This is an optimization exercise on Yosys and OpenROAD, whose aim is small area, not a production implementation. The RTL was checked by simulation tests, not by an equivalence proof against the original design. Power and IR drop assume default switching activity.

<file path="config.mk">
export PLATFORM = sky130hd
export DESIGN_NAME = pong_core
export DESIGN_NICKNAME = pong_core
export VERILOG_FILES = /design/flow/design.v
export SDC_FILE = /design/flow/constraint.sdc
export NUM_CORES = 4
export LEC_CHECK = 0
export CAP_MARGIN = 20
export CORE_MARGIN = 2
export CORE_UTILIZATION = 40
export SLEW_MARGIN = 20
</file>
<file path="constraint.sdc">
create_clock -name core_clock -period 25.0 [get_ports {clk}]
set_input_delay 5.0000 -clock core_clock [delete_from_list [all_inputs] [get_ports {clk}]]
set_output_delay 5.0000 -clock core_clock [all_outputs]
set_load 0.01 [all_outputs]
</file>
<file path="design.v">
module pong_core(
	input			clk,
	input			rst,
	input			frame_tick,
	input			game_reset,
	input			p2_up,
	input			p2_down,
	input	[9:0]	hpos,
	input	[9:0]	vpos,
	input			active,
	output reg		pixel,
	output [12:0]	ball_x,
	output [12:0]	ball_y,
	output [12:0]	p1_y,
	output [12:0]	p2_y,
	output [3:0]	direction,
	output reg		goal_p1,
	output reg		goal_p2,
	output reg		nn_up,
	output reg		nn_down,
	output			nn_test
);
	reg [11:0] bx;		 
	reg [10:0] by;		 
	reg [7:0]  pa;		 
	reg [7:0]  pb;		 
	reg [3:0]  dir;
	reg [4:0]  cnt;		 
	reg [3:0]  cd;		 
	reg [3:0]  cdp;		 
	assign ball_x = {1'b0, bx};
	assign ball_y = {2'b0, by};
	assign p1_y = {2'b0, pa, 3'b0};
	assign p2_y = {2'b0, pb, 3'b0};
	assign direction = dir;
	wire game_rst = game_reset | ((goal_p1 | goal_p2) & (cdp <= 4'd1));
	wire [7:0] pa_up = (pa <= 8'd36) ? 8'd35 : pa - 8'd2;
	wire [7:0] pa_dn = (pa >= 8'd204) ? 8'd205 : pa + 8'd2;
	wire [7:0] pb_up = (pb <= 8'd36) ? 8'd35 : pb - 8'd2;
	wire [7:0] pb_dn = (pb >= 8'd204) ? 8'd205 : pb + 8'd2;
	reg [4:0] dxm, dym;	 
	always @* begin
		case (dir)
		4'd0:  begin dxm = 5'sd0;  dym = -5'sd4; end
		4'd1:  begin dxm = 5'sd1;  dym = -5'sd3; end
		4'd2:  begin dxm = 5'sd2;  dym = -5'sd2; end
		4'd3:  begin dxm = 5'sd3;  dym = -5'sd1; end
		4'd4:  begin dxm = 5'sd4;  dym = 5'sd0;  end
		4'd5:  begin dxm = 5'sd3;  dym = 5'sd1;  end
		4'd6:  begin dxm = 5'sd2;  dym = 5'sd2;  end
		4'd7:  begin dxm = 5'sd1;  dym = 5'sd3;  end
		4'd8:  begin dxm = 5'sd0;  dym = 5'sd4;  end
		4'd9:  begin dxm = -5'sd1; dym = 5'sd3;  end
		4'd10: begin dxm = -5'sd2; dym = 5'sd2;  end
		4'd11: begin dxm = -5'sd3; dym = 5'sd1;  end
		4'd12: begin dxm = -5'sd4; dym = 5'sd0;  end
		4'd13: begin dxm = -5'sd3; dym = -5'sd1; end
		4'd14: begin dxm = -5'sd2; dym = -5'sd2; end
		default: begin dxm = -5'sd1; dym = -5'sd3; end
		endcase
	end
	wire signed [13:0] bx_s = $signed({2'b0, bx}) + $signed(dxm) * 6;
	wire signed [12:0] by_s = $signed({2'b0, by}) + $signed(dym) * 6;
	wire [11:0] bx_n = (bx_s < 20) ? 12'd20 : (bx_s > 2540) ? 12'd2540 : bx_s[11:0];
	wire [10:0] by_n = (by_s < 20) ? 11'd20 : (by_s > 1900) ? 11'd1900 : by_s[10:0];
	wire hit1 = (bx <= 12'd182);
	wire hit2 = (bx >= 12'd2394);
	wire [7:0] psel = hit1 ? pa : pb;
	wire signed [12:0] dy = $signed({2'b0, by}) - $signed({2'b0, psel, 3'b0});
	reg [2:0] clu;
	always @* begin
		if (dy < -280)      clu = 3'd7;
		else if (dy < -200) clu = 3'd0;
		else if (dy < -120) clu = 3'd1;
		else if (dy < -40)  clu = 3'd2;
		else if (dy < 44)   clu = 3'd3;
		else if (dy < 124)  clu = 3'd4;
		else if (dy < 204)  clu = 3'd5;
		else if (dy < 284)  clu = 3'd6;
		else                clu = 3'd7;
	end
	wire signed [5:0] r1 = 6'sd13 + $signed({3'b0, clu}) - $signed({2'b0, dir});
	wire signed [5:0] r2 = 6'sd19 - $signed({3'b0, clu}) - $signed({2'b0, dir});
	wire [3:0] ref1 = (r1 < 1) ? 4'd1 : (r1 > 7) ? 4'd7 : r1[3:0];
	wire [3:0] ref2 = (r2 < 9) ? 4'd9 : (r2 > 15) ? 4'd15 : r2[3:0];
	wire ok1 = (clu != 3'd7) & dir[3] & (dir != 4'd8);
	wire ok2 = (clu != 3'd7) & ~dir[3] & (dir != 4'd0);
	wire wall = ((by == 11'd20) | (by == 11'd1900)) & (cd == 4'd0);
	wire [3:0] cd_dec = (cd != 4'd0) ? cd - 4'd1 : cd;
	wire [3:0] cdp_dec = (cdp != 4'd0) ? cdp - 4'd1 : cdp;
	always @(posedge clk) begin
		if (rst) begin
			bx <= 12'd1280; by <= 11'd960; pa <= 8'd120; pb <= 8'd120;
			dir <= 4'd4; cnt <= 5'd0; cd <= 4'd0; cdp <= 4'd0;
			goal_p1 <= 1'b0; goal_p2 <= 1'b0;
		end else if (frame_tick) begin
			cnt <= (cnt == 5'd29) ? 5'd0 : cnt + 5'd1;
			if (game_rst) begin
				bx <= 12'd1280; by <= 11'd960; pa <= 8'd120; pb <= 8'd120;
				goal_p1 <= 1'b0; goal_p2 <= 1'b0;
				dir <= (cnt == 5'd0 || cnt == 5'd16) ? 4'd4 : (cnt == 5'd8 || cnt == 5'd24) ? 4'd12 : cnt[3:0];
				cd <= 4'd0; cdp <= 4'd0;
			end else begin
				bx <= bx_n; by <= by_n;
				if (nn_up) pa <= pa_up; else if (nn_down) pa <= pa_dn;
				if (p2_up) pb <= pb_up; else if (p2_down) pb <= pb_dn;
				if (wall) begin
					dir <= 4'd8 - dir;
					cd <= 4'd15;
					cdp <= cdp_dec;
					if (cdp == 4'd0) begin goal_p1 <= 1'b0; goal_p2 <= 1'b0; end
				end else if (hit1 && cdp == 4'd0) begin
					if (!ok1) goal_p1 <= 1'b1;
					cd <= cd_dec;
					dir <= ok1 ? ref1 : dir;
					cdp <= 4'd15;
				end else if (hit2 && cdp == 4'd0) begin
					if (!ok2) goal_p2 <= 1'b1;
					cd <= cd_dec;
					dir <= ok2 ? ref2 : dir;
					cdp <= 4'd15;
				end else begin
					if (cdp == 4'd0) begin goal_p1 <= 1'b0; goal_p2 <= 1'b0; end
					cd <= cd_dec;
					cdp <= cdp_dec;
				end
			end
		end
	end
	wire [9:0] bxs = bx[11:2];
	wire [9:0] bys = by[10:2];
	wire [10:0] ux = {1'b0, hpos} + 11'd5 - {1'b0, bxs};
	wire [10:0] uy = {1'b0, vpos} + 11'd5 - {1'b0, bys};
	wire ball_on = (ux <= 11'd10) & (uy <= 11'd10) & (hpos != 10'd640) & (vpos != 10'd480);
	wire in1 = (hpos >= 10'd26) & (hpos <= 10'd34);
	wire in2 = (hpos >= 10'd605) & (hpos <= 10'd613);
	wire [7:0] pq = in1 ? pa : pb;
	wire [10:0] up_ = {1'b0, vpos} + 11'd70 - {2'b0, pq, 1'b0};
	wire pad_on = (in1 | in2) & (up_ <= 11'd140) & (vpos != 10'd480);
	always @(posedge clk) begin
		if (rst) pixel <= 1'b0;
		else pixel <= active & (ball_on | pad_on);
	end
	function [7:0] rom(input [5:0] a);
		case (a)
			6'd0: rom = 8'h80;
			6'd1: rom = 8'h7f;
			6'd2: rom = 8'h61;
			6'd3: rom = 8'h22;
			6'd4: rom = 8'h63;
			6'd5: rom = 8'h07;
			6'd6: rom = 8'hb2;
			6'd7: rom = 8'h80;
			6'd8: rom = 8'h49;
			6'd9: rom = 8'h0f;
			6'd10: rom = 8'h7f;
			6'd11: rom = 8'h80;
			6'd12: rom = 8'h07;
			6'd13: rom = 8'h0a;
			6'd14: rom = 8'hb0;
			6'd15: rom = 8'h7f;
			6'd16: rom = 8'hd9;
			6'd17: rom = 8'h7f;
			6'd18: rom = 8'h34;
			6'd19: rom = 8'h7f;
			6'd20: rom = 8'h41;
			6'd21: rom = 8'h18;
			6'd22: rom = 8'h7f;
			6'd23: rom = 8'hf5;
			6'd24: rom = 8'h85;
			6'd25: rom = 8'h45;
			6'd26: rom = 8'h30;
			6'd27: rom = 8'h80;
			6'd28: rom = 8'h43;
			6'd29: rom = 8'h91;
			6'd30: rom = 8'h7f;
			6'd31: rom = 8'h7f;
			6'd32: rom = 8'h80;
			6'd33: rom = 8'h15;
			6'd34: rom = 8'hb9;
			6'd35: rom = 8'hb8;
			6'd36: rom = 8'h80;
			6'd37: rom = 8'hdf;
			6'd38: rom = 8'h7f;
			6'd39: rom = 8'h80;
			6'd40: rom = 8'h7f;
			6'd41: rom = 8'hcb;
			6'd42: rom = 8'hfe;
			6'd43: rom = 8'hbf;
			6'd44: rom = 8'h03;
			6'd45: rom = 8'h7f;
			6'd46: rom = 8'h6f;
			6'd47: rom = 8'h7f;
			6'd48: rom = 8'h71;
			6'd49: rom = 8'h80;
			6'd50: rom = 8'h80;
			6'd51: rom = 8'h7f;
			6'd52: rom = 8'h00;
			6'd53: rom = 8'hd9;
			6'd54: rom = 8'h7f;
			6'd55: rom = 8'h80;
			6'd56: rom = 8'h80;
			6'd57: rom = 8'h7f;
			6'd58: rom = 8'h80;
			6'd59: rom = 8'hb4;
			6'd60: rom = 8'hd2;
			6'd61: rom = 8'h39;
			6'd62: rom = 8'hb0;
			6'd63: rom = 8'hf9;
			default: rom = 8'h00;
		endcase
	endfunction
	reg [3:0] nc;		 
	reg [5:0] s;		 
	reg signed [17:0] S;
	reg [6:0] H;
	reg signed [16:0] A0, A2;
	reg [3:0] rx, ry, r1q, r2q;	 
	reg tst;		 
	reg dge;		 
	assign nn_test = tst;
	localparam signed [16:0] A0_INIT = -17'sd24576;	 
	localparam signed [16:0] A2_INIT = -17'sd4224;	 
	wire nrun = (nc[3] == 1'b0);	 
	wire s_init = (s == 6'd0);
	wire s_neu = (s >= 6'd1) && (s <= 6'd40);
	wire [5:0] k = s - 6'd1;
	wire [2:0] gb = 3'd7 - k / 5;	 
	wire [2:0] gj = k % 5;			 
	wire s_hld = (s == 6'd41);
	wire s_mul0 = (s >= 6'd42) && (s <= 6'd49);
	wire s_acc0 = (s == 6'd50);
	wire s_mul2 = (s >= 6'd51) && (s <= 6'd58);
	wire s_acc2 = (s == 6'd59);
	wire [2:0] mb = s_mul0 ? 3'd1 - s[2:0] : 3'd2 - s[2:0];	 
	function [4:0] dstep(input [3:0] r, input b, input [3:0] d);
		reg [4:0] t;
		begin
			t = {r, b};
			dstep = (t >= {1'b0, d}) ? {1'b1, t[3:0] - d} : {1'b0, t[3:0]};
		end
	endfunction
	wire [4:0] dx_ = dstep(rx, bx[gb], 4'd10);
	wire [4:0] dy_ = dstep(ry, (gb == 3'd0) ? 1'b0 : by[gb - 3'd1], 4'd15);
	wire pab = gb[2] ? pa[gb[1:0]] : 1'b0;
	wire pbb = gb[2] ? pb[gb[1:0]] : 1'b0;
	wire [4:0] d1_ = dstep(r1q, pab, 4'd15);
	wire [4:0] d2_ = dstep(r2q, pbb, 4'd15);
	reg qb;
	always @* begin
		case (gj)
		3'd0: qb = gb[2] ? dir[gb[1:0]] : 1'b0;
		3'd1: qb = dx_[4];
		3'd2: qb = dy_[4];
		3'd3: qb = d1_[4];
		default: qb = d2_[4];
		endcase
	end
	wire [5:0] ra = {nc[2:0], s_init ? 3'd5 : s_mul0 ? 3'd6 : s_mul2 ? 3'd7 : gj};
	wire [7:0] W = rom(ra);
	wire hb = H[mb[2:0]] & (mb != 3'd7);
	wire neg = s_neu & (gb == 3'd7);
	wire sel = s_init | (s_neu & (qb ^ neg)) | ((s_mul0 | s_mul2) & hb);
	wire zero = s_init | ((s_mul0 | s_mul2) & (mb == 3'd7));
	wire dbl = (s_neu & (gj == 3'd0) & (gb != 3'd7)) | s_mul0 | s_mul2;
	wire signed [17:0] Aop = zero ? 18'sd0 : dbl ? (S <<< 1) : S;
	wire signed [17:0] Bop = sel ? $signed({{10{W[7]}}, W} ^ {18{neg}}) : 18'sd0;
	wire signed [17:0] Snext = Aop + Bop + {17'd0, neg & sel};
	function [6:0] clampo(input [16:0] a);
		clampo = (a[16:13] == 4'b0000 || a[16:13] == 4'b1111) ? {~a[13], a[12:7]} : (a[16] ? 7'd0 : 7'd127);
	endfunction
	wire [6:0] l0 = clampo(A0);
	wire [6:0] l2 = clampo(A2);
	wire [6:0] hc = S[17] ? 7'd0 : (S[16:14] != 3'd0) ? 7'd127 : S[13:7];
	always @(posedge clk) begin
		if (rst) begin
			nc <= 4'd0; s <= 6'd60;
			nn_up <= 1'b0; nn_down <= 1'b0;
			A0 <= A0_INIT; A2 <= A2_INIT;
			tst <= 1'b0; dge <= 1'b0;
		end else begin
			if (frame_tick) begin
				s <= 6'd0;
				nc <= (nc == 4'd9) ? 4'd0 : nc + 4'd1;
				if (nc == 4'd9) begin nn_up <= dge; nn_down <= ~dge; end
			end else if (s != 6'd60) s <= s + 6'd1;
			if (nrun) begin
				S <= Snext;
				if (s_init) begin rx <= bx[11:8]; ry <= by[10:7]; r1q <= pa[7:4]; r2q <= pb[7:4]; end
				if (s_neu && gj == 3'd4) begin rx <= dx_[3:0]; ry <= dy_[3:0]; r1q <= d1_[3:0]; r2q <= d2_[3:0]; end
				if (s_hld) H <= hc;
				if (s_acc0 | s_acc2) begin A0 <= A2; A2 <= A0 + S[16:0]; end
			end else if (nc == 4'd8 && s_init) begin
				tst <= (l2 < l0);
				dge <= (l0 >= l2);
				A0 <= A0_INIT; A2 <= A2_INIT;
			end
		end
	end
endmodule
</file>
<file path="run.sh">
#!/bin/bash
# synth_recipe.tcl (not shown) runs the flow's synth.tcl, then flattens the netlist and writes it again
# the make line also repeats each setting of config.mk as NAME=value (left out here)
make -C /OpenROAD-flow-scripts/flow DESIGN_CONFIG=/design/flow/config.mk WORK_HOME=/design/flow/orfs CLKGATE_MAP_FILE= SYNTH_SCRIPT=/design/flow/synth_recipe.tcl finish
</file>
==> summary.txt, run 1 <==
status = no timing/DRC/antenna violations
die area = 0.0423 mm²
synthesized area per cell = 7.85 µm²
hold endpoint = A0[4]
hold path depth = 2
crit-path max cell delay = 720 ps
CP max FO = 18
met3 wire length = 2.95 mm
Initial DRC Count = 1014
Vias/cell = 5.76
hold_sp = A2[4]
IO Port Bufs = 73
Post-route DRC = 0
R2R depth = 59
cts bufs inserted = 17
area share of the largest cell type after synthesis = 15.3%
clk buf depth = 2
Slew Limit Fails = 0
max frequency = 73.4 MHz
placed insts = 2602
Mapped Area = 0.0163 mm²
fin cells = 2634
Lkg Pwr = 7.45 nW
initial antenna violation count = 0
root buffer cell = clkbuf_16
Switch Pwr = 0.00100 W
core area = 0.0399 mm²
number of gates resized after CTS = 0
final setup vio count = 0
post-synthesis register bit count = 153
Layout Utilization = 45.1%
postcts setup bufs = 0
hold buffers post-CTS = 0
maximum VDD drop = 75.4 µV
CP required = 25200 ps
Critical R2R Launch = s[2]
Initial Utilization = 40.7%
switching share of total power = 48.6%
Pint = 0.00106 W
top sig layer = met4
Area growth syn-to-layout = 10.8%
met2 WL = 20.6 mm
clock slew at reported path FFs = 70 ps
asr flop ratio synth = 0%
Worst-Skew Late Latency = 450 ps
Top FF cell, synth = dfxtp_1
Top cell by count, worst path = a21oi_1
post-DR wirelength/cell = 17.6 µm
vias in the first global route = 14.3k
Tot GR Track Use = 22.1%
Layout Nets = 2335
Post-Route Setup TNS = 0 ps
terminus of the critical flop-to-flop path = S[16]
Synth cell types = 98
max_cap viols = 0
pin count of the biggest net entering global routing = 71
RD Place Congestion = 0.939
Post-synth EDFFs = 41
CTS H-tree lvls = 4
first-pass GRT wire length = 75.0 mm
GRT overflow = 0
Routed WL = 46.4 mm
power share of the combinational group = 67.9%
Worst path slowest cell = dfxtp_1
Detail Placement HPWL = 35.6 mm
Final Hold Vio Count = 0
FP Rows = 73
period utilization = 54.5%
most common cell after layout, fill and taps aside = ha_1
CP Capture Type = flop
DR vias = 15.2k
pin slew with the least headroom to its limit = 1210 ps
Pwr per Cell Area = 115 mW/mm²
largest cells by area after synthesis = ha_1, dfxtp_1, edfxtp_1, a21oi_1, nor2_1
most frequent cells in the layout = ha_1, nor2_1, a21oi_1
share of layout cells above drive strength 1 = 6.02%
CP Launch Type = flop
yosys synthesis warning count = 1
Pre-Repair DR Iteration Count = 7
WL met1 = 21.8 mm
Cells after Synth = 2071
unrepaired setup endpoints after global routing = false
Power Total = 0.00206 W
# diodes = 0
skew final = 14.3 ps
die width = 206 µm
minimum clock period = 13620 ps
CTS tree = yes
Hold Crit Class = reg2reg
WP data arrival = 13820 ps
reg2reg setup slack = 11380 ps
critical path type = reg2reg
area leader, netlist = ha_1
Rel. slew slack = 18.3%
antenna-violating nets left = 0
Seq/Total Area, Yosys = 21.4%
Sink Count = 153
Die H = 206 µm
Seq pwr share = 18.7%
IO Pins = 89
clock share of power = 13.5%
==> sequential cells by signal, summed over array words and instances (netlist names), 3 cells and up <==
name and flops:
A0 17, dir 4, ry 4, pb 8, pa 8, A2 17, r1q 4, r2q 4
dym 4, cdp 4, S 18, dxm 3, rx 4, nc 4, H 7, by 10
cd 4, cnt 5, bx 11, s 6
==> cells in the mapped netlist, types with 7 or more instances <==
cell and instances:
buf_4 15, nor3b_1 10, edfxtp_1 41, mux2i_1 46, nand4_1 15, nor4_1 19
a22oi_1 9, a211oi_1 29, a31oi_1 28, nand2_1 138, xor2_1 35, a21oi_1 189
a22o_1 7, o21bai_1 38, and2_1 16, mux2_2 12, a21boi_0 13, o21ai_0 132
nand3_1 61, a21o_1 34, nand2b_1 32, and3_1 19, nand3b_1 7, o22ai_1 20
o211ai_1 17, inv_1 162, or3_1 7, or2_2 13, ha_1 199, o21a_1 13
nor2b_1 23, nor2_1 199, nor3_1 42, clkbuf_1 70, fa_1 13, xnor2_1 78
o2111ai_1 7, dfxtp_1 112
==> worst max-delay path by stage <==
stage                     from  endpoint  slack, ps  depth (start not counted)
final                     s[2]     S[16]      11380                         59
after global routing      s[2]     S[16]      10260                         59
after CTS                 s[0]     S[16]      11450                         57
after detailed placement  s[0]     S[16]      11510                         57
after global placement    s[0]     S[16]      11920                         57
after floorplan           s[2]     S[16]      13270                         65
==> routing by layer <==
| layer | track usage [%] | vias up |
|---|---|---|
| met4 | 7.27 | 0 |
| met3 | 3.50 | 74 |
| met2 | 34.8 | 476 |
| met5 | 0 | - |
| met1 | 30.8 | 7129 |
| li1 | - | 7487 |
==> worst max-delay path: cells and delay by family, from the launching register on <==
family	cells	cell delay [ps]
xor gates and xnor gates	2	350
DFF	1	720
AOI/OAI and AO/OA	31	6170
muxes	1	520
and+or+nand+nor	11	2420
adders and majority gates	8	2390
buffers and inverters	6	750
==> logic make-up after synthesis <==
family	synth area share (%)
compound gates	25.0
flops	21.4
other cells	0.0231
fa+ha+maj	16.9
simple gates	18.9
buf+inv	6.95
xor+xnor	6.39
mux	4.50
==> through the flow <==
stage | hold WS (ps) | area [µm²] | setup slack [ps]
2_1_floorplan | 432 | 16300 | 13270
3_3_place_gp | 437 | 17400 | 11920
3_5_place_dp | 450 | 17400 | 11510
4_1_cts | 461 | 18000 | 11450
5_1_grt | 480 | 18000 | 10260
6_report | 458 | 18000 | 11380
==> cell type report <==
type	count	area (µm²)
Fill cell	3961	21900
Multi-Input combinational cell	1663	11700
Sequential cell	153	3470
Timing Repair Buffer	94	883
Tap cell	525	657
Inverter	167	639
Clock buffer	19	443
Clock inverter	13	166
==> power by group through the flow <==
stage / registers (W) / logic (W) / clock network, W
final: 0.000385 / 0.00140 / 0.000278
after global routing: 0.000391 / 0.00157 / 0.000290
after CTS: 0.000385 / 0.00139 / 0.000282
after detailed placement: 0.000391 / 0.00138 / 0
after global placement: 0.000389 / 0.00135 / 0
after floorplan: 0.000363 / 0.00109 / 0
==> run 2: changes to the inputs <==
--- a/config.mk
+++ b/config.mk
@@ -7,2 +7,3 @@
 export LEC_CHECK = 0
+export ABC_AREA = 1
 export CAP_MARGIN = 20
==> run 2 against run 1 <==
Net effect:
- total power decreased by 14%
- non-clock buffer count shrank 11
- first-iteration DRC count up 1.8%
- via count up 1.7%
- combinational power fell by 19%
- die area is 2.2% lower
- sequential power decreased by 2%
- cell area fell by 2.1%
- critical path type unchanged
- largest power group unchanged
==> summary.txt, run 2 <==
Tot GR Track Use = 22.3% (+0.19 points)
post-synthesis register bit count = 153 (unchanged)
Worst path slowest cell = dfxtp_1
RD Place Congestion = 0.925 (-1.5%)
post-route cell area = 0.0176 mm² (-2.1%)
Post-synth EDFFs = 41 (unchanged)
biggest regs = S x18, A0 x17, A2 x17
Vias/cell = 5.25 (-8.9%)
pin slew with the least headroom to its limit = 863 ps (-352 ps)
final setup vio count = 0 (unchanged)
most frequent cells in the layout = nand2_1, inv_1, ha_1
Hold Crit Class = reg2reg
Slew Limit Fails = 0 (unchanged)
CP required = 25240 ps (+40 ps)
cts bufs inserted = 17 (unchanged)
max_cap viols = 0 (unchanged)
yosys synthesis warning count = 1 (unchanged)
GRT overflow = 0 (unchanged)
core area = 0.0389 mm² (-2.5%)
Seq/Total Area, Yosys = 21.9% (+0.49 points)
die width = 203 µm (-1.1%)
Sink Count = 153 (unchanged)
status = no timing/DRC/antenna violations
DR vias = 15.4k (+1.7%)
hold path depth = 2 (unchanged)
R2R depth = 66 (+12%)
critical path type = reg2reg
IO Pins = 89 (unchanged)
Worst Hold Slack = 462 ps (+4.13 ps)
Pre-Repair DR Iteration Count = 6 (-1)
IO Port Bufs = 73 (unchanged)
maximum VDD drop = 66.6 µV (-12%)
max frequency = 97.3 MHz (+33%)
unrepaired setup endpoints after global routing = false
Area growth syn-to-layout = 11.0%
Die H = 203 µm (-1.1%)
fin cells = 2939 (+12%)
skew final = 18.2 ps (+3.91 ps)
postcts setup bufs = 0 (unchanged)
hold buffers post-CTS = 0 (unchanged)
Layout Nets = 2646 (+13%)
Initial DRC Count = 1032 (+1.8%)
Top FF cell, synth = dfxtp_1
CP max FO = 23 (+5)
Detail Placement HPWL = 35.9 mm (+0.60%)
Synth cell types = 66 (-33%)
Post-route DRC = 0 (unchanged)
Lkg Pwr = 8.69 nW (+17%)
Mapped Area = 0.0159 mm² (-2.3%)
list of most frequent post-synthesis cells = nand2_1, inv_1, ha_1, o21ai_0, a21oi_1
first-pass GRT wire length = 74.6 mm (-0.53%)
count leader, synth = nand2_1
largest reg by FF count = S
Power Total = 0.00178 W (-14%)
CP Capture Type = flop
Routed WL = 45.8 mm (-1.2%)
largest cells by area after synthesis = ha_1, dfxtp_1, nand2_1, inv_1, edfxtp_1
area share of the largest cell type after synthesis = 15.7% (+0.35 points)
antenna-violating nets left = 0 (unchanged)
Top cell by count, worst path = nand2_1
number of gates resized after CTS = 0 (unchanged)
Final Hold Vio Count = 0 (unchanged)
area leader, netlist = ha_1
CP Launch Type = flop
share of layout cells above drive strength 1 = 4.42% (-1.6 points)
pin count of the biggest net entering global routing = 54 (-24%)
Rel. slew slack = 42.3% (+24 points)
placed insts = 2906 (+12%)
post-DR wirelength/cell = 15.6 µm (-11%)
FP Rows = 72 (-1.4%)
crit-path max cell delay = 610 ps (-110 ps)
CTS H-tree lvls = 4 (unchanged)
vias in the first global route = 14.6k (+1.7%)
period utilization = 41.1% (-13 points)
Post-Route Setup TNS = 0 ps (unchanged)
root buffer cell = clkbuf_16
asr flop ratio synth = 0% (unchanged)
die area = 0.0413 mm² (-2.2%)
initial antenna violation count = 1 (+1)
CTS tree = yes
Worst-Skew Late Latency = 470 ps (+20 ps)
Cells after Synth = 2352 (+14%)
synthesized area per cell = 6.75 µm² (-14%)
Placed Area = 0.0170 mm² (-2.0%)
Pwr per Cell Area = 101 mW/mm² (-12%)
Initial Utilization = 40.8% (+0.098 points)
number of flip-flops in the largest register = 18 (unchanged)
clk buf depth = 2 (unchanged)
WP data arrival = 10510 ps (-3310 ps)
clock slew at reported path FFs = 80 ps (about the same)
most common cell after layout, fill and taps aside = nand2_1
minimum clock period = 10280 ps (-3350 ps)
## run 2: cell types whose count changed after synthesis, moves of 29 or more
cell      change
nand2_1     +340
inv_1       +217
nand3_1      +64
o21ai_0      +55
xnor2_1      -53
mux2i_1      -46
clkbuf_1     -39
xor2_1       +35
nand2b_1     -32
a21o_1       -29
## run 2: worst max-delay path, delay by kind of cell (launching register included)
family / cells / cell delay (ps)
buffers and inverters: 8 / 870
AOI/OAI and AO/OA: 16 / 2600
DFF: 1 / 610
and+or+nand+nor: 32 / 3340
xor gates and xnor gates: 4 / 900
adders and majority gates: 6 / 1740
## run 2: final cells by class
| class | count | area [µm²] |
|---|---|---|
| Antenna cell | 1 | 2.50 |
| Clock inverter | 15 | 155 |
| Clock buffer | 17 | 425 |
| Fill cell | 4038 | 21300 |
| Inverter | 396 | 1490 |
| Sequential cell | 153 | 3470 |
| Tap cell | 518 | 648 |
| Multi-Input combinational cell | 1756 | 10600 |
| Timing Repair Buffer | 83 | 801 |
## run 2: metrics by stage
| stage | utilization, % | setup slack, ps |
|---|---|---|
| final | 45.3 | 14720 |
| after global routing | 45.3 | 13610 |
| after CTS | 45.3 | 14760 |
| after detailed placement | 43.8 | 14810 |
| after global placement | 43.8 | 15080 |
| after floorplan | - | 16050 |
## run 2: path summary, 6_finish.rpt
| check | startpoint | to | slack, ps |
|---|---|---|---|
| setup / recovery | s[0] | S[17] | 14720 |
| setup reg to reg | s[0] | S[17] | 14720 |
| hold / removal | A2[4] | A0[4] | 460 |
| hold reg to reg | A2[4] | A0[4] | 460 |
## run 2: cells by family (layout without fill, tap and decap cells)
family / count (synthesis) / in the layout / synth area share, %
flops: 153 / 153 / 21.9
compound gates: 531 / 531 / 19.1
fa+ha+maj: 212 / 212 / 17.3
simple gates: 901 / 901 / 24.7
xor+xnor: 97 / 97 / 5.51
other cells: 1 / 16 / 0.0236
buf+inv: 457 / 511 / 11.5
## run 2: per-layer routing
metal,vias to the layer above,GRT usage (%),routed length [µm]
met5,-,0,0
met4,0,6.23,706
met3,45,3.05,2240
met2,385,35.5,20300
met1,7094,31.5,22500
li1,7893,-,-
## run 2: where the power goes
group | switching (W) | internal, W | leakage (nW) | total (W)
logic | 0.000719 | 0.000418 | 7.10 | 0.00114
registers | 0.0000522 | 0.000324 | 1.29 | 0.000376
clock network | 0.000126 | 0.000141 | 0.287 | 0.000268

## static timing again, ports no longer ideal
In the flow no input, the clock included, has a driving cell. The finished layouts below were timed again as built, in two steps.
Step 1 assumes that a clkbuf_16 drives the clock port and a buf_2 every other input.
Step 2 adds t to the input delays and takes it off the output delays; t is the mean of the earliest and latest rising clock arrival at the registers after step 1. Input paths then give back, and output paths get back, about the clock's delay inside the block.
Slacks: ideal ports / drivers / drivers and shift; pairs: ideal ports / drivers.
run	shift t [ns]	slack for setup (ns)	hold slack, ns
run 1	0.497	11.376 / 11.376 / 11.376	0.458 / 0.458 / 0.458
run 2	0.513	14.722 / 14.722 / 14.722	0.462 / 0.462 / 0.462
After both steps every run listed still meets setup and hold.
